From an optimization exercise on the open Yosys and OpenROAD flow, aimed at small area; shortcuts taken in it are not production practice. The RTL was checked by simulation tests, not by an equivalence proof against the original design.

$ cat flow/config.mk
export PLATFORM = sky130hd
export DESIGN_NAME = irq_generator
export DESIGN_NICKNAME = irq_generator
export VERILOG_FILES = /design/flow/design.v
export SDC_FILE = /design/flow/constraint.sdc
export NUM_CORES = 4
export LEC_CHECK = 0
export CAP_MARGIN = 20
export CORE_MARGIN = 2
export CORE_UTILIZATION = 40
export SLEW_MARGIN = 20
$ cat flow/constraint.sdc
create_clock -name core_clock -period 5.0 [get_ports {ACLK}]
set_input_delay 1.0000 -clock core_clock [delete_from_list [all_inputs] [get_ports {ACLK}]]
set_output_delay 1.0000 -clock core_clock [all_outputs]
set_load 0.01 [all_outputs]
$ cat flow/design.v
`timescale 1ns / 1ps
module irqgen_controller#(
        parameter integer C_AMOUNT_OF_IRQLINES = 16,
        parameter integer C_WIDTH_OF_IRQRATE = 14,
        parameter integer C_WIDTH_OF_IRQAMT = 12
    )(
        input wire                              ACLK,
        input wire                              ARESETN,
        input wire [C_WIDTH_OF_IRQRATE-1:0]     irq_rate,
        input wire [C_WIDTH_OF_IRQAMT-1:0]      irq_amt,
        input wire [4-1:0]                      irq_line,
        input wire [5-1:0]                      irq_handled,
        input wire                              start,
        output reg [C_AMOUNT_OF_IRQLINES-1:0]   irq_out
    );
    reg [C_WIDTH_OF_IRQRATE-1:0]     irq_rate_r;
    reg [C_WIDTH_OF_IRQAMT-1:0]      irq_amt_r;
    reg [4-1:0]                      irq_line_r;
    reg                              running;
    reg [C_WIDTH_OF_IRQAMT-1:0]      handled_irq_count_r;
    reg [C_WIDTH_OF_IRQRATE-1:0]     irq_throttle_r;
    always @(posedge ACLK) begin
        if (~ARESETN) begin
            irq_rate_r <= 'd0;
            irq_amt_r <= 'd0;
            irq_line_r <= 'd0;
            running <= 1'b0;
        end
        else begin
            if(~running && start) begin
                irq_rate_r <= irq_rate;
                irq_amt_r <= irq_amt;
                irq_line_r <= irq_line;
                running <= 1'b1;
            end
            else if(handled_irq_count_r == irq_amt_r) begin
                running <= 1'b0;
            end
        end
    end
    always @(posedge ACLK) begin
        if(~ARESETN) begin
            irq_out <= 'd0;
            handled_irq_count_r <= 'd0;
            irq_throttle_r <= 'd0;
        end
        else begin
            if(running) begin
                if((irq_handled[0]) && (irq_handled[4:1] == irq_line_r)) begin
                    irq_out[irq_line_r] <= 1'b0;
                    handled_irq_count_r <= handled_irq_count_r + 'd1;
                end
                else if(~(irq_out[irq_line_r]) && (handled_irq_count_r < irq_amt_r)) begin
                    if(irq_throttle_r >= irq_rate_r) begin
                        irq_out[irq_line_r] <= 1'b1;
                        irq_throttle_r <= 'd0;
                    end
                    else begin
                        irq_throttle_r <= irq_throttle_r + 'd1;
                    end
                end      
            end
            else begin
                handled_irq_count_r <= 'd0;
            end
        end
    end
endmodule
`timescale 1ns / 1ps
module irq_generator#(
        parameter integer C_S_AXI_DATA_WIDTH = 32,
        parameter integer C_S_AXI_ADDR_WIDTH = 16,
        parameter integer C_AMOUNT_OF_IRQLINES = 16
    )(
        input wire                              ACLK,
        input wire                              ARESETN,
        (* X_INTERFACE_INFO = "xilinx.com:signal:interrupt:1.0 irq INTERRUPT" *)
        output wire [C_AMOUNT_OF_IRQLINES-1:0] irqgen_introut,           
        input wire [C_S_AXI_ADDR_WIDTH-1:0]     S_AXI_AWADDR,
        input wire [2:0]                        S_AXI_AWPROT,
        input wire                              S_AXI_AWVALID,
        output reg                              S_AXI_AWREADY,
        input wire [C_S_AXI_DATA_WIDTH-1:0]     S_AXI_WDATA,
        input wire [(C_S_AXI_DATA_WIDTH/8)-1:0] S_AXI_WSTRB,
        input wire                              S_AXI_WVALID,
        output reg                              S_AXI_WREADY,
        output reg [1:0]                        S_AXI_BRESP,
        output reg                              S_AXI_BVALID,
        input wire                              S_AXI_BREADY,
        input wire [C_S_AXI_ADDR_WIDTH-1:0]     S_AXI_ARADDR,
        input wire [2:0]                        S_AXI_ARPROT,
        input wire                              S_AXI_ARVALID,
        output reg                              S_AXI_ARREADY,
        output reg [C_S_AXI_DATA_WIDTH-1:0]     S_AXI_RDATA,
        output reg [1:0]                        S_AXI_RRESP,
        output reg                              S_AXI_RVALID,
        input wire                              S_AXI_RREADY
    );
    reg [C_S_AXI_DATA_WIDTH-1:0]        irq_gen_ctrl_r;
    reg [C_S_AXI_DATA_WIDTH-1:0]        irq_gen_genirq_r;
    reg [C_S_AXI_DATA_WIDTH-1:0]        irq_count_r;
    reg [C_S_AXI_DATA_WIDTH-1:0]        irq_latency_r;
    wire [C_AMOUNT_OF_IRQLINES-1:0]     irq_enable_mask;
    wire [10-1:0]                       irq_default_rate;
    wire [5-1:0]                        irq_line_handled;
    wire                                irq_gen_enable;
    wire [12-1:0]                       genirq_amount;
    wire [14-1:0]                       genirq_rate;
    wire [4-1:0]                        genirq_line;
    assign irq_enable_mask = irq_gen_ctrl_r[31:16];
    assign irq_default_rate = irq_gen_ctrl_r[15:6];
    assign irq_line_handled = irq_gen_ctrl_r[5:1];
    assign irq_gen_enable = irq_gen_ctrl_r[0];
    assign genirq_amount = irq_gen_genirq_r[31:20];
    assign genirq_rate = irq_gen_genirq_r[19:6];
    assign genirq_line = irq_gen_genirq_r[3:0];
    reg                                 start_irq_gen_r;
    reg [C_AMOUNT_OF_IRQLINES-1:0]      introut_state_r;
    reg [C_S_AXI_DATA_WIDTH-1:0]        irq_latency_counter_r;
    reg                                 irq_pending_r;
    always @(posedge ACLK) begin
        if (~ARESETN) begin
            S_AXI_AWREADY <= 1'b0;
            S_AXI_WREADY <= 1'b0;
            S_AXI_BRESP <= 2'b0;
            S_AXI_BVALID <= 1'b0;
            irq_gen_ctrl_r <= 'd0;
            irq_gen_genirq_r <= 'd0;
            start_irq_gen_r <= 'd0;
        end
        else begin
            if((S_AXI_AWVALID && S_AXI_WVALID) && (~S_AXI_AWREADY && ~S_AXI_WREADY)) begin
                case(S_AXI_AWADDR)
                    'h0000: begin
                        irq_gen_ctrl_r <= S_AXI_WDATA;
                    end
                    'h0004: begin
                        if((S_AXI_WDATA[C_S_AXI_DATA_WIDTH-1:16] != 'd0) && (irq_gen_ctrl_r[0] == 'd1)) begin
                            irq_gen_genirq_r <= S_AXI_WDATA;
                            start_irq_gen_r <= 1'b1;
                        end
                    end
                endcase
                S_AXI_AWREADY <= 1'b1;
                S_AXI_WREADY <= 1'b1; 
            end
            else begin
                S_AXI_AWREADY <= 1'b0;
                S_AXI_WREADY <= 1'b0;
            end
            if((S_AXI_AWVALID && S_AXI_WVALID) && (S_AXI_AWREADY && S_AXI_WREADY) && ~S_AXI_BVALID) begin
                S_AXI_BVALID <= 1'b1;
                S_AXI_BRESP <= 2'b0;  
            end
            if(S_AXI_BREADY && S_AXI_BVALID) begin
                S_AXI_BVALID <= 1'b0;
            end
            if(start_irq_gen_r) begin
                start_irq_gen_r <= 1'b0;
            end
            if(irq_gen_ctrl_r[1] == 1'b1) begin
                irq_gen_ctrl_r[1] <= 1'b0;
            end
        end
    end
    always @(posedge ACLK) begin
        if (~ARESETN) begin
            S_AXI_ARREADY <= 1'b1;  
            S_AXI_RVALID <= 1'b0;
        end
        else begin
            if(S_AXI_ARVALID && S_AXI_ARREADY && ~S_AXI_RVALID) begin
                case(S_AXI_ARADDR)
                    'h0000: begin
                        S_AXI_RDATA <= irq_gen_ctrl_r;
                    end
                    'h0008: begin
                        S_AXI_RDATA <= irq_count_r;
                    end
                endcase
				S_AXI_RVALID <= 1'b1;
				S_AXI_RRESP <= 2'b0;  
            end
            if(S_AXI_RREADY && S_AXI_RVALID) begin
                S_AXI_RVALID <= 1'b0;
            end
        end
    end
    irqgen_controller #(
        .C_AMOUNT_OF_IRQLINES(C_AMOUNT_OF_IRQLINES),
        .C_WIDTH_OF_IRQRATE(14),
        .C_WIDTH_OF_IRQAMT(12)
    ) irqgen_ctrl_inst(
        .ACLK(ACLK),
        .ARESETN(ARESETN),
        .irq_rate(genirq_rate),
        .irq_amt(genirq_amount),
        .irq_line(genirq_line),
        .irq_handled(irq_line_handled),
        .start(start_irq_gen_r),
        .irq_out(irqgen_introut)
    );
    always @(posedge ACLK) begin
        if (~ARESETN) begin
            irq_count_r <= 'd0;
            introut_state_r <= 'd0;
            irq_pending_r <= 1'b0;
        end
        else begin
            if(irqgen_introut > introut_state_r) begin
                introut_state_r <= irqgen_introut;
                irq_count_r <= irq_count_r + 'd1;
                irq_pending_r <= 1'b1;
            end
            else if(irqgen_introut < introut_state_r) begin
                introut_state_r <= irqgen_introut;
                irq_pending_r <= 1'b0;
            end
        end
    end
endmodule
$ cat flow/run.sh
#!/bin/bash
# synth_recipe.tcl (not shown) runs the flow's synth.tcl, then flattens the netlist and writes it again
# the make line also repeats each setting of config.mk as NAME=value (left out here)
make -C /OpenROAD-flow-scripts/flow DESIGN_CONFIG=/design/flow/config.mk WORK_HOME=/design/flow/orfs CLKGATE_MAP_FILE= SYNTH_SCRIPT=/design/flow/synth_recipe.tcl finish
==> flow_summary.ini <==
[logic_synthesis]
synth_edf_count = 32
synthCells = 1191
synthDistinctLibCells = 60
ys_async_sr_fraction_pct = 0
synth_seq_cells = 219
synth_area_mm2 = 0.0104
synth-simple-area-share_pct = 21.9
synth_ff_type = dfxtp_1
synthTopCellsByCount = nand2_1, dfxtp_1, a21oi_1, clkbuf_1, inv_1
synth-xor-area-share_pct = 1.43
ys_seq_area_share_pct = 45.3
yosysWarnings = 2
avgSynthCellArea_um2 = 8.72
synth_most_common_cell = nand2_1
synth_compound_area_share_pct = 13.4
synth_mux_area_share_pct = 6.98
synth_top_area_cell = dfxtp_1
synth_top_area_share_pct = 36.1
synth_top_family_by_area = simple AND/OR/NAND/NOR gates
synth_adder_area_share_pct = 5.91
synth_area_leaders = dfxtp_1, nand2_1, edfxtp_1

[pwr]
peakVddDrop_mv = 0.187
clock_power_share_pct = 46.8
swShare_pct = 23.0
p_comb_share_pct = 7.4
p_int_w = 0.00301
p_total_w = 0.00391
power.density_mw_per_mm2 = 308
power.share.sequential_pct = 45.8
power_leakage_nw = 4.66
net-switching-power_w = 0.000902

[outcome]
status = timing/DRC/antenna clean

[setup_path]
cp-start-kind = register
endpoint_kind = register
timing.critical_path.required_ps = 5430
slowest_delay_ps = 680
cp_num_buf_inv = 0
crit_chain = mux4_1 -> mux2i_1 -> o22ai_1 -> or4_1 -> or3_1 -> or3_1 -> a21oi_1
critPathArrivalTime_ps = 3770
cp_top_family = simple AND/OR/NAND/NOR gates
cp_max_fo = 12
reg2reg_slack_ps = 1670
crit_top_cell = or3_1
critPathKind = register to register
slowest_stage = dfxtp_1

[global_routing]
grt_usage_pct = 20.0
overflow = 0
grt_max_degree = 87
grt_pass1_vias = 8272
grt_pass1_wl_mm = 43.8
antenna_found_initial = 0

[die]
num_rows = 58
start_util_pct = 41.0
design.core.area_mm2 = 0.0253
die_w_um = 165
dieArea_mm2 = 0.0273
pin_count = 138
die_y_um = 165

[finish]
area_growth_syn_to_layout_pct = 22.5
n_fill_cell = 2363
diodes = 0
layout-drive-gt1-share_pct = 8.04
nNetsFinal = 1418

[job]
drv_cap = 0

[timing]
period_needed_ps = 3330
fin_crit_sh_pct = 66.7
whs_ps = 450
setup_violations = 0
worst_slew_margin_rel_pct = 36.2
hold_viol_final = 0
setup_tns_ps = 0
worst_pin_slew_ps = 958
max_freq_ghz = 0.300
rsz0062_at_grt = false
slew_violations = 0
clock_skew_ps = 12.1

[drt]
dr_total_vias = 8683
antenna_left = 0
drc_errors = 0
wire_per_inst_um = 16.6
drt-pass1-iter-count = 5
drt-vias-per-instance = 5.31
drt_iter0_markers = 443
routed_wl_mm = 27.1

[clocking]
cts.sinks = 219
cts_resized = 0
clk_pin_slew_worst_paths_ps = 60
post-cts-setup-buffers = 0
cts_buffer_depth = 3
cts_tree = built
postCtsHoldBufs = 0
clockRootBuffer = clkbuf_16
clk_latency_ps = 520
cts_buffers = 24
cts.htree.levels = 1

[min_path]
hp-class = register to register

[place]
post-dp-hpwl_mm = 19.0
gp_congestion = 0.767
io_buffers = 122
[power groups by stage]
stage	Combinational, W	Sequential (W)	Clock, W
after floorplan	0.000162	0.00183	0
after global placement	0.000287	0.00183	0
after detailed placement	0.000289	0.00183	0
after CTS	0.000290	0.00179	0.00187
after global routing	0.000312	0.00179	0.00195
final	0.000289	0.00179	0.00183
[sequential cells by signal (all words and copies together), names as in the netlist, named ones only]
register                              cells
irqgen_ctrl_inst.irq_amt_r               12
irqgen_ctrl_inst.handled_irq_count_r     12
S_AXI_RVALID                              1
irqgen_ctrl_inst.irq_line_r               4
S_AXI_BVALID                              1
irq_gen_ctrl_r                           32
irq_gen_genirq_r                         30
S_AXI_WREADY                              1
S_AXI_RDATA                              32
irqgen_ctrl_inst.irq_throttle_r          14
irqgen_ctrl_inst.running                  1
start_irq_gen_r                           1
irqgen_ctrl_inst.irq_rate_r              14
introut_state_r                          16
irq_count_r                              32
[cell type report]
cell class / count / area [um2] / area share (%)
clock inverters: 7 / 88.8 / 0.698
multi-input cells: 846 / 5200 / 40.9
clock buffers: 37 / 733 / 5.76
inverters: 53 / 201 / 1.58
flip-flops and latches: 219 / 4700 / 37.0
repair buffers: 144 / 1380 / 10.9
well taps: 330 / 413 / 3.25
[cells in the final DEF (no fill, tap or decap), drive strengths merged, types with 3 or more instances in the layout]
| cell | n |
|---|---|
| a31o | 3 |
| clkinv | 5 |
| nor3 | 14 |
| xor2 | 10 |
| a21o | 8 |
| clkbuf | 37 |
| conb | 5 |
| or4b | 3 |
| nand4 | 18 |
| nand4b | 3 |
| nor4 | 18 |
| a211oi | 3 |
| inv | 53 |
| buf | 23 |
| clkdlybuf4s50 | 121 |
| a21oi | 143 |
| nand3b | 3 |
| mux2i | 27 |
| mux4 | 4 |
| and2 | 4 |
| and4 | 6 |
| a31oi | 3 |
| dfxtp | 187 |
| xnor2 | 7 |
| o31ai | 23 |
| o21ai | 25 |
| nand2 | 266 |
| and3 | 26 |
| nor2b | 5 |
| o41ai | 4 |
| o211a | 11 |
| nand2b | 11 |
| ha | 49 |
| nor2 | 31 |
| nand3 | 26 |
| mux2 | 31 |
| edfxtp | 32 |
| or3 | 13 |
| or4 | 22 |
[final timing paths]
path,from,cells past startpoint,end
worst max-delay path,irqgen_ctrl_inst.irq_line_r[0]$_SDFFE_PN0P_,7,irqgen_ctrl_inst.irq_throttle_r[13]$_SDFFE_PN0P_
worst min-delay path,irq_gen_ctrl_r[15]$_SDFFE_PN0P_,2,irq_gen_ctrl_r[15]$_SDFFE_PN0P_
worst max register to register,irqgen_ctrl_inst.irq_line_r[0]$_SDFFE_PN0P_,7,irqgen_ctrl_inst.irq_throttle_r[13]$_SDFFE_PN0P_
worst min register to register,irq_gen_ctrl_r[15]$_SDFFE_PN0P_,2,irq_gen_ctrl_r[15]$_SDFFE_PN0P_
[tightest hold or removal path: stages, from the launching register on]
cell and delay (ps):
dfxtp_1 300, nand2_1 50, a21oi_1 50
[layer usage]
layer  wire length, um  GRT usage, %  up-vias
li1                  -             -     4383
met1             12400          26.8     4050
met2             12800          33.6      198
met3              1200          3.17       52
met4               664          5.53        0
met5                 0             0        -
[stage by stage]
stage	utilization, %	instances	worst slack (ps)	instance area (um2)
finish	50.2	1636	1670	12700
global route	50.2	1636	1330	12700
CTS	50.2	1636	1590	12700
detailed placement	47.0	1592	1150	11900
global placement	47.0	1592	1180	11900
floorplan	-	1194	2070	10400
[logic make-up after synthesis]
| kind of cell | count (synthesis) |
|---|---|
| xor+xnor | 17 |
| other cells | 2 |
| fa+ha+maj | 49 |
| flops | 219 |
| buf+inv | 129 |
| mux | 62 |
| compound gates | 237 |
| simple gates | 476 |

-- afterwards: timing with drivers on the ports --
No port has a modelled driver above. Below, the same layout with a new extraction and two added sets of constraints. Step 1: set_driving_cell puts a clkbuf_16 on ACLK and a buf_2 on each other input, an assumption about the parent block. Step 2 moves the port delays by t, midway between the first and last clock arrival at a register: inputs arrive t later, outputs are due t later. That takes back most of the time a late clock gives input paths. Slacks: ideal / step 1 / step 2; pairs: ideal / step 1.
t (ns): 0.557
setup WS [ns]: 1.667 / 1.667 / 1.210
clock arrival spread, ns: 0.012 / 0.012
cell pins on the clock port's net: 1
After both steps this run still meets setup and hold. For this run, drivers alone change the setup slack by 0.000 ns; drivers and shift together by -0.457 ns.
